This is an optimization exercise on Yosys and OpenROAD, whose aim is small area and a short achievable clock period, not a production implementation.
RTL that was checked went through simulation tests only; none was proved equivalent to the original.
No activity file was given, so power comes from the tool's default toggle rates.

## DSP
module DSP(A,B,C,D,CLK,CARRYIN,OPMODE,BCIN,RSTA,RSTB,RSTM,RSTP,RSTC,RSTD,RSTCARRYIN,RSTOPMODE,
          CEA,CEB,CEM,CEP,CEC,CED,CECARRYIN,CEOPMODE,PCIN,BCOUT,PCOUT,P,M,CARRYOUT,CARRYOUTF);
For scale: ~350 I/O pins.
Settings: LEC_CHECK=0, CAP_MARGIN=20, CORE_MARGIN=2, CORE_UTILIZATION=55, SETUP_SLACK_MARGIN=3.8, SLEW_MARGIN=20, SYNTH_HIERARCHICAL=1, SYNTH_MINIMUM_KEEP_SIZE=0; clock period 8.0 ns.
standard.sh (not shown) runs the stock make flow with config.mk's settings and CLKGATE_MAP_FILE= SYNTH_SCRIPT=/design/flow/synth_recipe.tcl, a recipe that flattens the netlist after the stock synthesis.
==> flow/flow/run.sh <==
#!/bin/bash
# Standard layout with two changes: the port buffers are plain buf_1 cells
# instead of the default delay buffers, and ABC maps for a lighter load, so
# that it picks the smaller cell sizes and leaves sizing to the resizer.
export BUFFER_PORTS_ARGS="-buffer_cell sky130_fd_sc_hd__buf_1"
bash standard.sh ABC_LOAD_IN_FF=1 finish > standard.log 2>&1
Change:
==> flow/flow/run.sh (replaced) <==
#!/bin/bash
# Standard layout, but the port buffers are plain buf_1 cells instead of
# the default delay buffers.
export BUFFER_PORTS_ARGS="-buffer_cell sky130_fd_sc_hd__buf_1"
bash standard.sh > standard.log 2>&1
- SETUP_SLACK_MARGIN: 3.8 -> 3.9
Outcome: The new run completed without violations. Cell area increases by 4.6%. Sequential power increases by about 2%. Cell count increases by 1.8%. Non-clock buffer count increases by 17. Clock skew decreases by 30 ps.
Change:
==> flow/flow/run.sh (replaced) <==
#!/bin/bash
# Standard layout with two changes: the port buffers are plain buf_1 cells
# instead of the default delay buffers, and ABC maps for a lighter load, so
# that it picks the smaller cell sizes and leaves sizing to the resizer.
export BUFFER_PORTS_ARGS="-buffer_cell sky130_fd_sc_hd__buf_1"
bash standard.sh ABC_LOAD_IN_FF=1 finish > standard.log 2>&1
- SETUP_SLACK_MARGIN: 3.9 -> 3.7
Power fell by a few percent.
Sequential cell count does not change.
Clock power rises by roughly a tenth.
Routed wire length falls slightly.
Core utilization fell by 1.6 points.
Change:
- SETUP_SLACK_MARGIN: 3.7 -> 4.2
Outcome: The new run passed the timing, design-rule and antenna checks; worst hold slack improved by 54 ps; synthesized area stays the same; total power went up by about 14%; cell area went up by about 8%; die area stays the same; count of clock-buffer cells in the layout stays the same.
No functional check of the RTL was part of any run of this note.

## v54
Another version of the RTL of DSP (not shown whole).
For scale: roughly 220 flip-flops, about 350 I/O pins, about 0.023 mm² of cells after synthesis.
==> flow/config.mk <==
export PLATFORM = sky130hd
export DESIGN_NAME = DSP
export DESIGN_NICKNAME = DSP
export VERILOG_FILES = /design/flow/design.v
export SDC_FILE = /design/flow/constraint.sdc
export NUM_CORES = 4
export LEC_CHECK = 0
export CAP_MARGIN = 20
export CORE_MARGIN = 2
export CORE_UTILIZATION = 55
export SETUP_SLACK_MARGIN = 4.1
export SLEW_MARGIN = 20
export SYNTH_HIERARCHICAL = 1
export SYNTH_MINIMUM_KEEP_SIZE = 0
export TNS_END_PERCENT = 0
==> flow/constraint.sdc <==
create_clock -name core_clock -period 8.0 [get_ports {CLK}]
set_input_delay 1.6000 -clock core_clock [delete_from_list [all_inputs] [get_ports {CLK}]]
set_output_delay 1.6000 -clock core_clock [all_outputs]
set_load 0.01 [all_outputs]
==> flow/flow/run.sh <==
#!/bin/bash
# Standard layout with two changes: the port buffers are plain buf_1 cells
# instead of the default delay buffers, and ABC maps for a lighter load, so
# that it picks the smaller cell sizes and leaves sizing to the resizer.
export BUFFER_PORTS_ARGS="-buffer_cell sky130_fd_sc_hd__buf_1"
bash standard.sh ABC_LOAD_IN_FF=0.2 finish > standard.log 2>&1
v54 ended with every stage complete and zero timing, DRC or antenna violations.
Input-level comparison between v13 and v54:
Settings: a change of TNS_END_PERCENT from 0 to 30.
==> comparison <==
- Against v54, v13 comes in 81 µW lower on total power.
- Diff v54 -> v13 | maximum clock frequency | up slightly
- Compared with v54, in v13 smallest hold slack now sits higher, fraction of power consumed by combinational cells now sits at about the same level, count of antenna diodes in the layout now sits lower, path depth of the worst reg2reg path now sits lower.
- Row number of gates resized after CTS: v13 higher / v54 lower
- v13 finished end to end and its layout was clean on timing, DRC and antenna.
What v10 does differently from v13 at the input level:
Settings: removing TNS_END_PERCENT (formerly 30); setting GPL_TIMING_DRIVEN to 0 for the first time.
Notes after the runs:
Tightest slew margin relative to the limit in v10 is 0.18 points below v13.
The critical path start-end classification comes out reg -> reg in one run and reg -> out in the other, namely in v10 and v13 respectively.
v10 falls short of v13 in global-route wire length before repair.
v10 ended with less sequential share of layout area than v13.
v13 and v10 ended up with roughly the same met3 layer usage reported by global route.

Another version of the RTL of DSP (not shown whole).
For scale: roughly 2,400 cells after synthesis, roughly 230 flip-flops, about 350 I/O pins, roughly 23,000 sq um of cells after synthesis.
clock: 8.0 ns
lec_check: 0
cap_margin: 20
core_margin: 2
core_utilization: 40
setup_slack_margin: 3.7
slew_margin: 20
synth_hierarchical: 1
synth_minimum_keep_size: 0
==> flow/flow/run.sh <==
#!/bin/bash
# Standard layout, but the port buffers are plain buf_1 cells instead of
# the default delay buffers.
export BUFFER_PORTS_ARGS="-buffer_cell sky130_fd_sc_hd__buf_1"
bash standard.sh > standard.log 2>&1
The baseline passed the timing, design-rule and antenna checks.
Edit:
==> flow/run.sh (new file) <==
#!/bin/bash
# synth_recipe.tcl (not shown) runs the flow's synth.tcl, then flattens the netlist and writes it again
# the make line also repeats each setting of config.mk as NAME=value (left out here)
make -C /OpenROAD-flow-scripts/flow DESIGN_CONFIG=/design/flow/config.mk WORK_HOME=/design/flow/orfs CLKGATE_MAP_FILE= SYNTH_SCRIPT=/design/flow/synth_recipe.tcl finish
Settings changed: SETUP_SLACK_MARGIN 3.7 to not set.
removed: flow/flow/run.sh
removed: flow/standard.sh
What happened:
- worst setup slack is worse by 1.0 ns
- register-to-register slack is worse by 0.60 ns
- global-route usage rose by 0.32 points
- non-clock buffer count fell by 104
- die area stays the same
- worst hold slack is worse by 0.0049 ns
- power fell by 6.3%
- cell area fell by about 1.3%
- synthesized area stays the same

RTL: one of the versions met above, not the one the previous note started from.
For scale: ~220 flip-flops, roughly 350 I/O pins, about 23000 µm² of cells after synthesis.
==> flow/design.v (excerpt) <==
module DSP(A,B,C,D,CLK,CARRYIN,OPMODE,BCIN,RSTA,RSTB,RSTM,RSTP,RSTC,RSTD,RSTCARRYIN,RSTOPMODE,
          CEA,CEB,CEM,CEP,CEC,CED,CECARRYIN,CEOPMODE,PCIN,BCOUT,PCOUT,P,M,CARRYOUT,CARRYOUTF);
==> flow/config.mk <==
export PLATFORM = sky130hd
export DESIGN_NAME = DSP
export DESIGN_NICKNAME = DSP
export VERILOG_FILES = /design/flow/design.v
export SDC_FILE = /design/flow/constraint.sdc
export NUM_CORES = 4
export LEC_CHECK = 0
export CAP_MARGIN = 0
export CORE_MARGIN = 2
export CORE_UTILIZATION = 55
export SETUP_SLACK_MARGIN = 4.1
export SLEW_MARGIN = 0
export SYNTH_HIERARCHICAL = 1
export SYNTH_MINIMUM_KEEP_SIZE = 0
==> flow/constraint.sdc <==
create_clock -name core_clock -period 8.0 [get_ports {CLK}]
set_input_delay 1.6000 -clock core_clock [delete_from_list [all_inputs] [get_ports {CLK}]]
set_output_delay 1.6000 -clock core_clock [all_outputs]
set_load 0.01 [all_outputs]
==> flow/flow/run.sh <==
#!/bin/bash
# Standard layout with two changes: the port buffers are plain buf_1 cells
# instead of the default delay buffers, and ABC maps for a lighter load, so
# that it picks the smaller cell sizes and leaves sizing to the resizer.
export BUFFER_PORTS_ARGS="-buffer_cell sky130_fd_sc_hd__buf_1"
bash standard.sh ABC_LOAD_IN_FF=0.2 finish > standard.log 2>&1
The baseline finished with timing, DRC and antenna clean.
Rerun with:
--- a/flow/flow/run.sh
+++ b/flow/flow/run.sh
@@ -4,3 +4,3 @@
 # that it picks the smaller cell sizes and leaves sizing to the resizer.
 export BUFFER_PORTS_ARGS="-buffer_cell sky130_fd_sc_hd__buf_1"
-bash standard.sh ABC_LOAD_IN_FF=0.2 finish > standard.log 2>&1
+bash standard.sh ABC_LOAD_IN_FF=1 finish > standard.log 2>&1
CAP_MARGIN = 20   (was 0)
GPL_ROUTABILITY_DRIVEN = 0   (was not set)
SLEW_MARGIN = 20   (was 0)
The new run finished clean.
Sequential power hardly moves.
Clock skew hardly moves.
Synthesized cell count stays the same.
Global-route usage went up by 0.34 points.
Via count hardly moves.
Rerun with:
CTS_CLUSTER_DIAMETER = 80   (was not set)
CTS_CLUSTER_SIZE = 30   (was not set)
GPL_ROUTABILITY_DRIVEN = not set   (was 0)
Result: The changed run finished clean; utilization goes down by 0.62 points; synthesized cell count stays the same; global-route usage goes up by 0.21 points; combinational power rises by about 1%.
Rerun with:
--- a/flow/flow/run.sh
+++ b/flow/flow/run.sh
@@ -4,3 +4,3 @@
 # that it picks the smaller cell sizes and leaves sizing to the resizer.
 export BUFFER_PORTS_ARGS="-buffer_cell sky130_fd_sc_hd__buf_1"
-bash standard.sh ABC_LOAD_IN_FF=1 finish > standard.log 2>&1
+bash standard.sh ABC_LOAD_IN_FF=0.2 finish > standard.log 2>&1
CTS_CLUSTER_DIAMETER = not set   (was 80)
CTS_CLUSTER_SIZE = not set   (was 30)
SETUP_SLACK_MARGIN = 4.2   (was 4.1)
Effect:
- The new run completed without violations
- final cell count rises slightly
- global-route usage hardly moves
- area after synthesis hardly moves
- core utilization rose by 2.8 points
- setup slack improves by 0.10 ns
- flip-flop and latch count is unchanged
- maximum frequency grows by a few percent
- routed wire length climbs slightly
- die area hardly moves
- via count grows slightly
Rerun with:
SETUP_SLACK_MARGIN = 4.1   (was 4.2)
Outcome: The changed run ran to the end with no violations. Maximum frequency went up by about 0.6%. Hold slack improves by 0.0033 ns. Sequential share of layout area went up by 0.26 points. Final area went down by about 2.3%. Global-route usage went down by 0.73 points. Routed wire length went down by about 1.3%. Sequential power is about the same. Total power went down by about 3.5%. Worst setup slack improves by 0.024 ns. Non-clock buffer count went down by 13.

v23:
DSP again, from the RTL that the note above started with.
// DSP
module DSP(A,B,C,D,CLK,CARRYIN,OPMODE,BCIN,RSTA,RSTB,RSTM,RSTP,RSTC,RSTD,RSTCARRYIN,RSTOPMODE,
          CEA,CEB,CEM,CEP,CEC,CED,CECARRYIN,CEOPMODE,PCIN,BCOUT,PCOUT,P,M,CARRYOUT,CARRYOUTF);
export LEC_CHECK = 0
export CAP_MARGIN = 20
export CORE_MARGIN = 2
export CORE_UTILIZATION = 50
export SETUP_SLACK_MARGIN = 4.1
export SLEW_MARGIN = 20
export SYNTH_HIERARCHICAL = 1
export SYNTH_MINIMUM_KEEP_SIZE = 0
create_clock -name core_clock -period 8.0 [get_ports {CLK}]
==> flow/flow/run.sh <==
#!/bin/bash
# Standard layout with two changes: the port buffers are plain buf_1 cells
# instead of the default delay buffers, and ABC maps for a lighter load, so
# that it picks the smaller cell sizes and leaves sizing to the resizer.
export BUFFER_PORTS_ARGS="-buffer_cell sky130_fd_sc_hd__buf_1"
bash standard.sh ABC_LOAD_IN_FF=0.2 finish > standard.log 2>&1
[inputs] v26 vs v23
- CORE_UTILIZATION: 50 -> 55
- SETUP_SLACK_MARGIN: 4.1 -> 4.3
--- a/flow/flow/run.sh
+++ b/flow/flow/run.sh
@@ -6 +6 @@
-bash standard.sh ABC_LOAD_IN_FF=0.2 finish > standard.log 2>&1
+bash standard.sh ABC_LOAD_IN_FF=1 finish > standard.log 2>&1
### Flow results
Share of final layout cell area taken by non-clock buffers in v26 is 2.8 points higher than in v23. v23 → v26: critical path depth rose 2; ratio of final minimum period to clock period now larger; number of tap cells inserted went down; basic-gate share of the synthesized area counting and, or, nand and nor cells was more or less identical.
What v42 does differently from v26 at the input level:
- SETUP_SLACK_MARGIN now 4.1, was 4.3
- SLEW_MARGIN now 5, was 20
- CAP_MARGIN now 5, was 20
--- a/flow/flow/run.sh
+++ b/flow/flow/run.sh
@@ -6 +6 @@
-bash standard.sh ABC_LOAD_IN_FF=1 finish > standard.log 2>&1
+bash standard.sh ABC_LOAD_IN_FF=0.2 finish > standard.log 2>&1
--- outcome ---
v42 against v26: area of the core neither gained nor lost much; area of all placed cells without fillers went down; share of the core filled with cells shrank by 6.3 points.
~same post-synthesis cell area in v42 and v26
Detailed route wirelength on metal3 of v42 falls short of that of v26 by more than 10%.
Looking at total number of cells along the worst setup path, v42 sits below v26.
Taking v26 as the reference point, the count of instances resized after the clock tree is built of v42 falls by 239.
> inputs changed (v42 -> v7)
- changing SLEW_MARGIN from 5 to 20
- changing CAP_MARGIN from 5 to 20
--- a/flow/flow/run.sh
+++ b/flow/flow/run.sh
@@ -6 +6 @@
-bash standard.sh ABC_LOAD_IN_FF=0.2 finish > standard.log 2>&1
+bash standard.sh ABC_LOAD_IN_FF=1 finish > standard.log 2>&1
--- outcome ---
In v7, the total power divided by cell area came out 2.7% above the value in v42.
Wire length of v7 falls short of that of v42 slightly.
Design area in v7 is 260 um2 lower than in v42
On multiplexer share of the synthesized area, v7 and v42 are basically level.
Of v7 and v42, the run reporting the higher number of instances resized during post-cts repair was v7.
v7 ended with every stage complete and zero timing, DRC or antenna violations.

RTL: one of the versions met above, not the one the previous note started from.
Size: about 2700 cells after synthesis, about 230 flip-flops, roughly 350 I/O pins, about 23000 um2 of cells after synthesis.
clock: 8.0 ns
lec_check: 0
cap_margin: 20
core_margin: 2
core_utilization: 55
cts_cluster_diameter: 80
cts_cluster_size: 30
setup_slack_margin: 3.8
slew_margin: 20
synth_hierarchical: 1
synth_minimum_keep_size: 0
==> flow/flow/run.sh <==
#!/bin/bash
# Standard layout with two changes: the port buffers are plain buf_1 cells
# instead of the default delay buffers, and ABC maps for a lighter load, so
# that it picks the smaller cell sizes and leaves sizing to the resizer.
export BUFFER_PORTS_ARGS="-buffer_cell sky130_fd_sc_hd__buf_1"
bash standard.sh ABC_LOAD_IN_FF=1 finish > standard.log 2>&1
The first run ran to the end with no violations.
Then changed:
Settings changed: CTS_CLUSTER_DIAMETER 80 to unset, CTS_CLUSTER_SIZE 30 to unset, PLACE_DENSITY set to 0.72, SETUP_SLACK_MARGIN 3.8 to 3.9.
After rerunning:
- count of clock-buffer cells in the layout climbs by 13
- global-route usage climbs by 1.1 points
- total power climbs by 10%
- register-to-register slack improved by 0.06 ns
- core utilization climbs by 2.0 points
- worst setup slack improved by 0.0045 ns
- cell area climbs by 3.3%
- clock power climbs by 28%
- worst hold slack improved by 0.028 ns
Then changed:
Settings changed: PLACE_DENSITY 0.72 to unset.
Result:
- final area fell by 0.76%
- area after synthesis stays the same
- die area is unchanged
- hold slack loses 0.037 ns
Then changed:
Settings changed: CTS_BUF_LIST set to sky130_fd_sc_hd__clkbuf_8.
Worst setup slack loses 0.018 ns.
Register-to-register slack loses 0.02 ns.
Clock power fell by about a fifth.
Cell count rose slightly.
Cell area rose slightly.
Die area does not change.
Fmax fell slightly.
Total power fell slightly.
Clock skew rose by 0.024 ns.
Count of clock-buffer cells in the layout rose by 11.
Utilization rose by 0.41 points.
Function was not checked in any run of this note: the RTL went through the layout flow alone.

==> separate check: timing with driven ports <==
Ports are ideal in the flow. The routed layouts listed here were re-timed in OpenROAD.
Step 1, drivers: a clkbuf_16 drives CLK and a buf_2 each remaining input, both assumed.
Step 2 adds t to the input delays and takes it off the output delays; t is the mean of the earliest and latest rising clock arrival at the registers after step 1. Input paths then give back, and output paths get back, about the clock's delay inside the block.
a / b / c = no drivers / after step 1 / after step 2; a / b = the first two.
run	t, ns	slack for setup (ns)	hold slack, ns	worst slew at a driven data input, ns
the first run of note 1	0.635	3.845 / 3.788 / 3.503	0.490 / 0.490 / 0.490	0.08
the second run of note 1	0.623	3.926 / 3.870 / 3.722	0.506 / 0.506 / 0.506	0.08
the third run of note 1	0.635	3.685 / 3.630 / 3.462	0.489 / 0.489 / 0.489	0.08
the fourth run of note 1	0.641	3.842 / 3.782 / 3.688	0.544 / 0.544 / 0.544	0.08
v54	0.639	4.061 / 4.000 / 3.640	0.472 / 0.472 / 0.472	0.09
v13	0.625	4.076 / 4.020 / 3.664	0.485 / 0.485 / 0.485	0.08
v10	0.611	3.891 / 3.891 / 3.729	0.482 / 0.482 / 0.482	0.10
the first run of note 3	0.646	3.541 / 3.482 / 3.697	0.501 / 0.501 / 0.501	0.05
the second run of note 3	0.645	2.535 / 2.480 / 2.991	0.497 / 0.497 / 0.497	0.08
the first run of note 4	0.625	4.021 / 3.966 / 3.673	0.485 / 0.485 / 0.485	0.09
the second run of note 4	0.613	4.092 / 4.034 / 3.672	0.472 / 0.472 / 0.472	0.08
the third run of note 4	0.613	4.027 / 3.968 / 3.765	0.482 / 0.482 / 0.482	0.10
the fourth run of note 4	0.649	4.129 / 4.078 / 3.799	0.490 / 0.490 / 0.490	0.11
the fifth run of note 4	0.628	4.153 / 4.096 / 3.674	0.493 / 0.493 / 0.493	0.08
v23	0.610	4.024 / 4.024 / 3.714	0.475 / 0.475 / 0.475	0.09
v26	0.647	3.925 / 3.925 / 3.829	0.476 / 0.476 / 0.476	0.09
v42	0.625	4.021 / 3.966 / 3.673	0.485 / 0.485 / 0.485	0.09
v7	0.623	4.096 / 4.043 / 3.761	0.476 / 0.476 / 0.476	0.11
the first run of note 6	0.601	3.777 / 3.722 / 3.551	0.499 / 0.499 / 0.499	0.08
the second run of note 6	0.640	3.782 / 3.725 / 3.561	0.527 / 0.527 / 0.527	0.06
the third run of note 6	0.635	3.845 / 3.788 / 3.603	0.490 / 0.490 / 0.490	0.08
the fourth run of note 6	0.664	3.827 / 3.770 / 3.610	0.504 / 0.504 / 0.504	0.08
After both steps setup and hold are still met in every run listed. The setup slack of the fifth run of note 4, which loses most, moves by -0.057 ns with the drivers and by -0.479 ns with both steps.
